Context: an optimization exercise on an open-source flow, tuned for small area. The choices shown serve that exercise and are no tape-out recipe. Where RTL was checked, it was by simulation tests only, not by an equivalence proof against the original. Power is estimated from default activity; no workload was simulated.

==> flow/design.v <==
module SYS_CTRL(
input wire clk,
input wire rst_n,
input wire [7:0] rx_data,
input wire rx_valid,
input wire tx_busy,
output wire [7:0] tx_data,
output wire tx_valid,
output wire [7:0] uart_config,
output wire [7:0] div_ratio
);
localparam [3:0] S_CLR = 4'd0, S_IDLE = 4'd1, S_WA = 4'd2, S_WD = 4'd3,
                 S_RA = 4'd4, S_RD = 4'd5, S_CA = 4'd6, S_CB = 4'd7,
                 S_EX = 4'd8, S_SHA = 4'd9, S_SHB = 4'd10, S_FN = 4'd11,
                 S_OF1 = 4'd12, S_OF2 = 4'd13;
reg [3:0] state;
reg [3:0] areg;         
reg       rd;           
reg [6:0] cnt;          
reg       c;            
reg       fl;           
reg       dly;          
reg       pend;         
reg [1:0] ph3;          
reg [1:0] ph4;          
reg [15:0] s;
reg [7:0] r0, r1, r2, r3;
reg [95:0] ring;
wire clr = (state == S_CLR);
wire rxv = rx_valid;
wire [7:0] rxd = rx_data & {8{~clr}};
reg [1:0] m3;
always @(*) begin
  case (areg)
    4'd0, 4'd3, 4'd6, 4'd9, 4'd12, 4'd15: m3 = 2'd1;   
    4'd1, 4'd4, 4'd7, 4'd10, 4'd13:       m3 = 2'd0;
    default:                              m3 = 2'd2;
  endcase
end
wire [2:0] p3s = {1'b0, m3} + {1'b0, ph3};
wire [1:0] pos3 = (p3s >= 3'd3) ? p3s - 3'd3 : p3s[1:0];
wire [1:0] pos4 = areg[1:0] + ph4;
wire ring_addr = (areg[3:2] != 2'b00);
wire ip_hit = (pos3 == 2'd2);                   
wire tap_hit = (pos3 == 2'd0) & (pos4 == 2'd0);  
wire wd_now = (state == S_WD) & rxv;
wire wr_ring = ((wd_now & ring_addr) | pend) & ip_hit;
wire [7:0] wbyte = pend ? s[7:0] : rxd;    
wire ins0 = clr | (wr_ring & (pos4 == 2'd3));
wire ins3 = clr | (wr_ring & (pos4 == 2'd2));
wire ins6 = clr | (wr_ring & (pos4 == 2'd1));
wire ins9 = clr | (wr_ring & (pos4 == 2'd0));
always @(posedge clk) begin
  ring[7:0]   <= ins0 ? wbyte : ring[95:88];
  ring[15:8]  <= ring[7:0];
  ring[23:16] <= ring[15:8];
  ring[31:24] <= ins3 ? wbyte : ring[23:16];
  ring[39:32] <= ring[31:24];
  ring[47:40] <= ring[39:32];
  ring[55:48] <= ins6 ? wbyte : ring[47:40];
  ring[63:56] <= ring[55:48];
  ring[71:64] <= ring[63:56];
  ring[79:72] <= ins9 ? wbyte : ring[71:64];
  ring[87:80] <= ring[79:72];
  ring[95:88] <= ring[87:80];
end
always @(posedge clk or negedge rst_n) begin
  if (!rst_n) begin
    ph3 <= 2'd0;
    ph4 <= 2'd0;
    pend <= 1'b0;
  end else begin
    ph3 <= (ph3 == 2'd2) ? 2'd0 : ph3 + 2'd1;
    ph4 <= ph4 + 2'd1;
    if (wd_now & ring_addr & ~ip_hit)
      pend <= 1'b1;
    else if (pend & ip_hit)
      pend <= 1'b0;
  end
end
always @(posedge clk) begin
  if (clr | (wd_now & (areg == 4'd0)) | ((state == S_CA) & rxv))
    r0 <= rxd;
  if (clr | (wd_now & (areg == 4'd1)) | ((state == S_CB) & rxv))
    r1 <= rxd;
end
always @(posedge clk or negedge rst_n) begin
  if (!rst_n) begin
    r2 <= 8'h21;
    r3 <= 8'h08;
  end else begin
    if (wd_now & (areg == 4'd2)) r2 <= rx_data;
    if (wd_now & (areg == 4'd3)) r3 <= rx_data;
  end
end
assign uart_config = r2;
assign div_ratio = r3;
wire [3:0] k = cnt[3:0];
wire [2:0] j = cnt[6:4];
wire lo = ~k[3];
wire [3:0] f = areg;
wire f_sub = ~rd & (f == 4'd1);
wire f_mul = ~rd & (f == 4'd2);
wire f_div = ~rd & (f == 4'd3);
wire f_log = ~rd & (f >= 4'd4) & (f <= 4'd9);
wire f_cmp = ~rd & ((f == 4'd10) | (f == 4'd11) | (f == 4'd12));
wire f_shr = ~rd & (f == 4'd13);
wire f_shl = ~rd & (f == 4'd14);
wire f_zero = ~rd & (f == 4'd15);
reg [4:0] off;
always @(*) begin
  if (f_mul)      off = {2'b00, j};
  else if (f_shr) off = 5'h1f;
  else            off = 5'd0;
end
wire [4:0] d = {1'b0, k} - off;
wire vd = (d[4:3] == 2'b00);
wire [2:0] ia = f_div ? ~j : d[2:0];
wire [2:0] ib = f_mul ? j : k[2:0];
wire [7:0] opa = r0;
wire [7:0] opb = r1;
wire a_bit = opa[ia];
wire b_bit = opb[ib];
wire av = a_bit & vd;
wire bv = b_bit & lo;
wire bz = (r1 == 8'd0);
wire first = (k == 4'd0);
reg x, y, cinit, cforce, cval, selc, inv;
always @(*) begin
  x = av; y = bv; cinit = 1'b0; cforce = 1'b0; cval = 1'b0; selc = 1'b0; inv = 1'b0;
  if (rd) begin
    x = areg[0] ? bv : av; y = 1'b0; cforce = 1'b1;
  end
  if (f_sub | f_cmp) begin y = ~bv; cinit = 1'b1; end
  if (f_shl) y = av;
  if (f_shr | f_zero) begin y = 1'b0; cforce = 1'b1; end
  if (f_zero) x = 1'b0;
  if (f_log) begin
    cforce = 1'b1;
    cval = f[0];                  
    selc = ~f[3];                 
    inv = f[2] & f[1];            
  end
  if (f_mul) begin x = s[0] & (j != 3'd0); y = av & b_bit; end
  if (f_div) begin x = first ? a_bit : (dly & (j != 3'd0)); y = bv ^ fl; cinit = fl; end
end
wire ce = cforce ? cval : (first ? cinit : c);
wire sum = x ^ y ^ ce;
wire cout = (x & y) | (x & ce) | (y & ce);
reg sin;
always @(*) begin
  if (f_div)
    sin = lo ? sum : ((k == 4'd8) ? (~sum & ~bz) : dly);
  else if (f_cmp & (j != 3'd0))
    sin = (k == 4'd0) ? ((f[1:0] == 2'd2) & fl | f[2] & ~c) :
          (k == 4'd1) ? ((f[1:0] == 2'd3) & c & ~fl | f[2] & ~c) : 1'b0;
  else
    sin = (selc ? cout : sum) ^ inv;
end
wire ex = (state == S_EX);
wire last = (cnt == 7'd127);
always @(posedge clk) begin
  if (ex) begin
    dly <= s[0];
    if (~(f_cmp & (j != 3'd0)))
      c <= cout;
    if (f_div & (k == 4'd8))
      fl <= ~sum;
    if (f_cmp & (j == 3'd0) & lo)
      fl <= fl & ~(av ^ bv);
  end else
    fl <= 1'b1;
end
wire of1_go = (state == S_OF1) & ~tx_busy & ~rd;
wire shift = ex | (state == S_SHA) | (state == S_SHB) | of1_go;
wire sbit = ex & sin;
wire ld = (state == S_WD) | (state == S_RD);
wire [7:0] pbus = (state == S_WD) ? rx_data : ring_addr ? ring[7:0] : areg[0] ? r3 : r2;
always @(posedge clk) begin
  s[15:8] <= {sbit, s[15:9]};
  if (shift)
    s[7:0] <= s[8:1];
  else if (ld)
    s[7:0] <= pbus;
end
assign tx_data = s[7:0];
assign tx_valid = (state == S_OF1) | (state == S_OF2);
always @(posedge clk) begin
  cnt <= shift ? cnt + 7'd1 : 7'd0;
  if ((state == S_WA | state == S_RA | state == S_FN) & rxv)
    areg <= rx_data[3:0];
  if (state == S_RA)
    rd <= 1'b1;
  else if (state == S_FN)
    rd <= 1'b0;
end
always @(posedge clk or negedge rst_n) begin
  if (!rst_n)
    state <= S_CLR;
  else begin
    case (state)
      S_CLR:  if (ph3 == 2'd2) state <= S_IDLE;
      S_IDLE: if (rxv) begin
                if (rx_data == 8'hAA) state <= S_WA;
                else if (rx_data == 8'hBB) state <= S_RA;
                else if (rx_data == 8'hCC) state <= S_CA;
                else if (rx_data == 8'hDD) state <= S_FN;
              end
      S_WA:   if (rxv) state <= S_WD;
      S_WD:   if (rxv) state <= S_IDLE;
      S_RA:   if (rxv) state <= (rx_data[3:1] == 3'b000) ? S_EX : S_RD;
      S_RD:   if (tap_hit | ~ring_addr) state <= S_OF1;
      S_CA:   if (rxv) state <= S_CB;
      S_CB:   if (rxv) state <= S_FN;
      S_FN:   if (rxv) state <= S_EX;
      S_EX:   if (last) state <= f_div ? S_SHA : S_OF1;
      S_SHA:  if (cnt[2:0] == 3'd7) state <= S_OF1;
      S_OF1:  if (~tx_busy) state <= rd ? S_IDLE : S_SHB;
              else if (~rd) state <= S_EX;
      S_SHB:  if (cnt[2:0] == 3'd7) state <= S_OF2;
      S_OF2:  if (~tx_busy) state <= S_IDLE;
      default: state <= S_IDLE;
    endcase
  end
end
endmodule
Settings: LEC_CHECK=0, ABC_AREA=1, CAP_MARGIN=20, CORE_MARGIN=2, CORE_UTILIZATION=40, SLEW_MARGIN=20; clock period 40.0 ns.
standard.sh (not shown) runs the stock make flow with config.mk's settings and CLKGATE_MAP_FILE= SYNTH_SCRIPT=/design/flow/synth_recipe.tcl, a recipe that flattens the netlist after the stock synthesis.
==> flow/flow/run.sh <==
#!/bin/bash
# Layout flow: the standard flow (standard.sh) with these changes:
#  - synthesis maps with an area-oriented ABC script (flow/abc_area.script:
#    no buffering or upsizing inside ABC) and buffers pass-through wires
#    with buf_1 instead of buf_4; registers are mapped exactly as in the
#    standard synthesis;
#  - port buffers are buf_1;
#  - the clock tree is built from clkbuf_8 without dummy loads.
# Each tool's output goes to its own log file in this folder.
set -euo pipefail
W=$(pwd)
rm -rf "$W/scripts_area"
cp -r "$FLOW_HOME/scripts" "$W/scripts_area"
cp "$W/flow/abc_area.script" "$W/scripts_area/abc_area.script"
bash standard.sh SCRIPTS_DIR="$W/scripts_area" ABC_AREA=1 \
  "MIN_BUF_CELL_AND_PORTS=sky130_fd_sc_hd__buf_1 A X" synth > "$W/synth.log" 2>&1
bash standard.sh "BUFFER_PORTS_ARGS=-buffer_cell sky130_fd_sc_hd__buf_1" \
  "CTS_ARGS=-sink_clustering_enable -repair_clock_nets -buf_list sky130_fd_sc_hd__clkbuf_8 -dont_use_dummy_load" \
  finish > "$W/layout.log" 2>&1
==> flow/flow/abc_area.script <==
strash
&get -n
&st
&dch
&nf -R 1000 -p -F 8 -A 4
&put
topo
Then changed:
--- a/flow/design.v
+++ b/flow/design.v
@@ -8,22 +8,20 @@
 output wire tx_valid,
 output wire [7:0] uart_config,
 output wire [7:0] div_ratio
 );
-localparam [3:0] S_CLR = 4'd0, S_IDLE = 4'd1, S_WA = 4'd2, S_WD = 4'd3,
-                 S_RA = 4'd4, S_RD = 4'd5, S_CA = 4'd6, S_CB = 4'd7,
-                 S_EX = 4'd8, S_SHA = 4'd9, S_SHB = 4'd10, S_FN = 4'd11,
-                 S_OF1 = 4'd12, S_OF2 = 4'd13;
+localparam [3:0] S_CLR = 4'd9, S_IDLE = 4'd14, S_WA = 4'd13, S_WD = 4'd1, S_RA = 4'd0, S_RD = 4'd15, S_CA = 4'd4, S_CB = 4'd6, S_EX = 4'd8, S_SHA = 4'd10, S_SHB = 4'd2, S_FN = 4'd12, S_OF1 = 4'd7, S_OF2 = 4'd3, S_PRE = 4'd5;
 reg [3:0] state;
 reg [3:0] areg;         
 reg       rd;           
-reg [6:0] cnt;          
+reg [3:0] kc;           
+reg [2:0] jc;           
+wire [6:0] cnt = {jc, kc};
 reg       c;            
 reg       fl;           
 reg       dly;          
 reg       pend;         
 reg [1:0] ph3;          
-reg [1:0] ph4;          
 reg [15:0] s;
 reg [7:0] r0, r1, r2, r3;
 reg [95:0] ring;
 wire clr = (state == S_CLR);
@@ -38,9 +36,9 @@
   endcase
 end
 wire [2:0] p3s = {1'b0, m3} + {1'b0, ph3};
 wire [1:0] pos3 = (p3s >= 3'd3) ? p3s - 3'd3 : p3s[1:0];
-wire [1:0] pos4 = areg[1:0] + ph4;
+wire [1:0] pos4 = areg[1:0] + cnt[1:0];    
 wire ring_addr = (areg[3:2] != 2'b00);
 wire ip_hit = (pos3 == 2'd2);                   
 wire tap_hit = (pos3 == 2'd0) & (pos4 == 2'd0);  
 wire wd_now = (state == S_WD) & rxv;
@@ -66,13 +64,13 @@
 end
 always @(posedge clk or negedge rst_n) begin
   if (!rst_n) begin
     ph3 <= 2'd0;
-    ph4 <= 2'd0;
+    kc <= 4'd0;
     pend <= 1'b0;
   end else begin
     ph3 <= (ph3 == 2'd2) ? 2'd0 : ph3 + 2'd1;
-    ph4 <= ph4 + 2'd1;
+    kc <= kc + 4'd1;
     if (wd_now & ring_addr & ~ip_hit)
       pend <= 1'b1;
     else if (pend & ip_hit)
       pend <= 1'b0;
@@ -116,10 +114,10 @@
 wire [4:0] d = {1'b0, k} - off;
 wire vd = (d[4:3] == 2'b00);
 wire [2:0] ia = f_div ? ~j : d[2:0];
 wire [2:0] ib = f_mul ? j : k[2:0];
-wire [7:0] opa = r0;
-wire [7:0] opb = r1;
+wire [7:0] opa = (rd & areg[1]) ? r2 : r0;
+wire [7:0] opb = (rd & areg[1]) ? r3 : r1;
 wire a_bit = opa[ia];
 wire b_bit = opb[ib];
 wire av = a_bit & vd;
 wire bv = b_bit & lo;
@@ -158,8 +156,9 @@
     sin = (selc ? cout : sum) ^ inv;
 end
 wire ex = (state == S_EX);
 wire last = (cnt == 7'd127);
+wire k15 = (cnt[3:0] == 4'd15);
 always @(posedge clk) begin
   if (ex) begin
     dly <= s[0];
     if (~(f_cmp & (j != 3'd0)))
@@ -174,9 +173,9 @@
 wire of1_go = (state == S_OF1) & ~tx_busy & ~rd;
 wire shift = ex | (state == S_SHA) | (state == S_SHB) | of1_go;
 wire sbit = ex & sin;
 wire ld = (state == S_WD) | (state == S_RD);
-wire [7:0] pbus = (state == S_WD) ? rx_data : ring_addr ? ring[7:0] : areg[0] ? r3 : r2;
+wire [7:0] pbus = (state == S_WD) ? rx_data : ring[7:0];
 always @(posedge clk) begin
   s[15:8] <= {sbit, s[15:9]};
   if (shift)
     s[7:0] <= s[8:1];
@@ -185,9 +184,9 @@
 end
 assign tx_data = s[7:0];
 assign tx_valid = (state == S_OF1) | (state == S_OF2);
 always @(posedge clk) begin
-  cnt <= shift ? cnt + 7'd1 : 7'd0;
+  jc <= ex ? jc + {2'b00, k15} : 3'd0;
   if ((state == S_WA | state == S_RA | state == S_FN) & rxv)
     areg <= rx_data[3:0];
   if (state == S_RA)
     rd <= 1'b1;
@@ -207,17 +206,18 @@
                 else if (rx_data == 8'hDD) state <= S_FN;
               end
       S_WA:   if (rxv) state <= S_WD;
       S_WD:   if (rxv) state <= S_IDLE;
-      S_RA:   if (rxv) state <= (rx_data[3:1] == 3'b000) ? S_EX : S_RD;
-      S_RD:   if (tap_hit | ~ring_addr) state <= S_OF1;
+      S_RA:   if (rxv) state <= (rx_data[3:2] == 2'b00) ? S_PRE : S_RD;
+      S_RD:   if (tap_hit) state <= S_OF1;
       S_CA:   if (rxv) state <= S_CB;
       S_CB:   if (rxv) state <= S_FN;
-      S_FN:   if (rxv) state <= S_EX;
+      S_FN:   if (rxv) state <= S_PRE;
+      S_PRE:  if (k15) state <= S_EX;       
       S_EX:   if (last) state <= f_div ? S_SHA : S_OF1;
       S_SHA:  if (cnt[2:0] == 3'd7) state <= S_OF1;
       S_OF1:  if (~tx_busy) state <= rd ? S_IDLE : S_SHB;
-              else if (~rd) state <= S_EX;
+              else if (~rd) state <= S_PRE;
       S_SHB:  if (cnt[2:0] == 3'd7) state <= S_OF2;
       S_OF2:  if (~tx_busy) state <= S_IDLE;
       default: state <= S_IDLE;
     endcase
Critical path depth is higher by 2.
Synthesized area fell slightly.
Worst setup slack improves by 0.033 ns.
Sequential power went down by a few percent.
Non-clock buffer count drops by 4.
Routed wire length went down by a few percent.
First-iteration DRC count falls by about a fifth.
Flip-flop and latch count decreases by 2.
Hold slack is worse by 0.011 ns.
Combinational power falls by roughly a tenth.
Utilization is lower by 0.35 points.
Via count shrinks by a few percent.
Only the layout flow was run in the first run of this note; the RTL was not checked for function there.

## re-timing with driven ports
The flow's constraints put no driver on any port. The routed layouts listed below were extracted and timed again, unchanged, in two steps.
Step 1, drivers: a clkbuf_16 drives clk and a buf_2 each remaining input, both assumed.
Step 2 also shifts input and output timing later by t, the mid clock arrival at the registers, as if the neighbouring blocks saw the same clock.
Slacks: ideal ports / drivers / drivers and shift; pairs: ideal ports / drivers.
| run | shift t [ns] | setup WS [ns] | worst setup path after step 2 | clock arrival spread, ns | worst register clock-pin slew, ns |
|---|---|---|---|---|---|
| the first run | 0.464 | 30.241 / 30.254 / 29.791 | input to register | 0.025 / 0.025 | 0.09 / 0.09 |
| the second run | 0.465 | 30.274 / 30.280 / 29.815 | input to register | 0.028 / 0.028 | 0.09 / 0.09 |
After both steps every run listed still meets setup and hold. The setup slack of the second run, which loses most, moves by +0.006 ns with the drivers and by -0.459 ns with both steps.
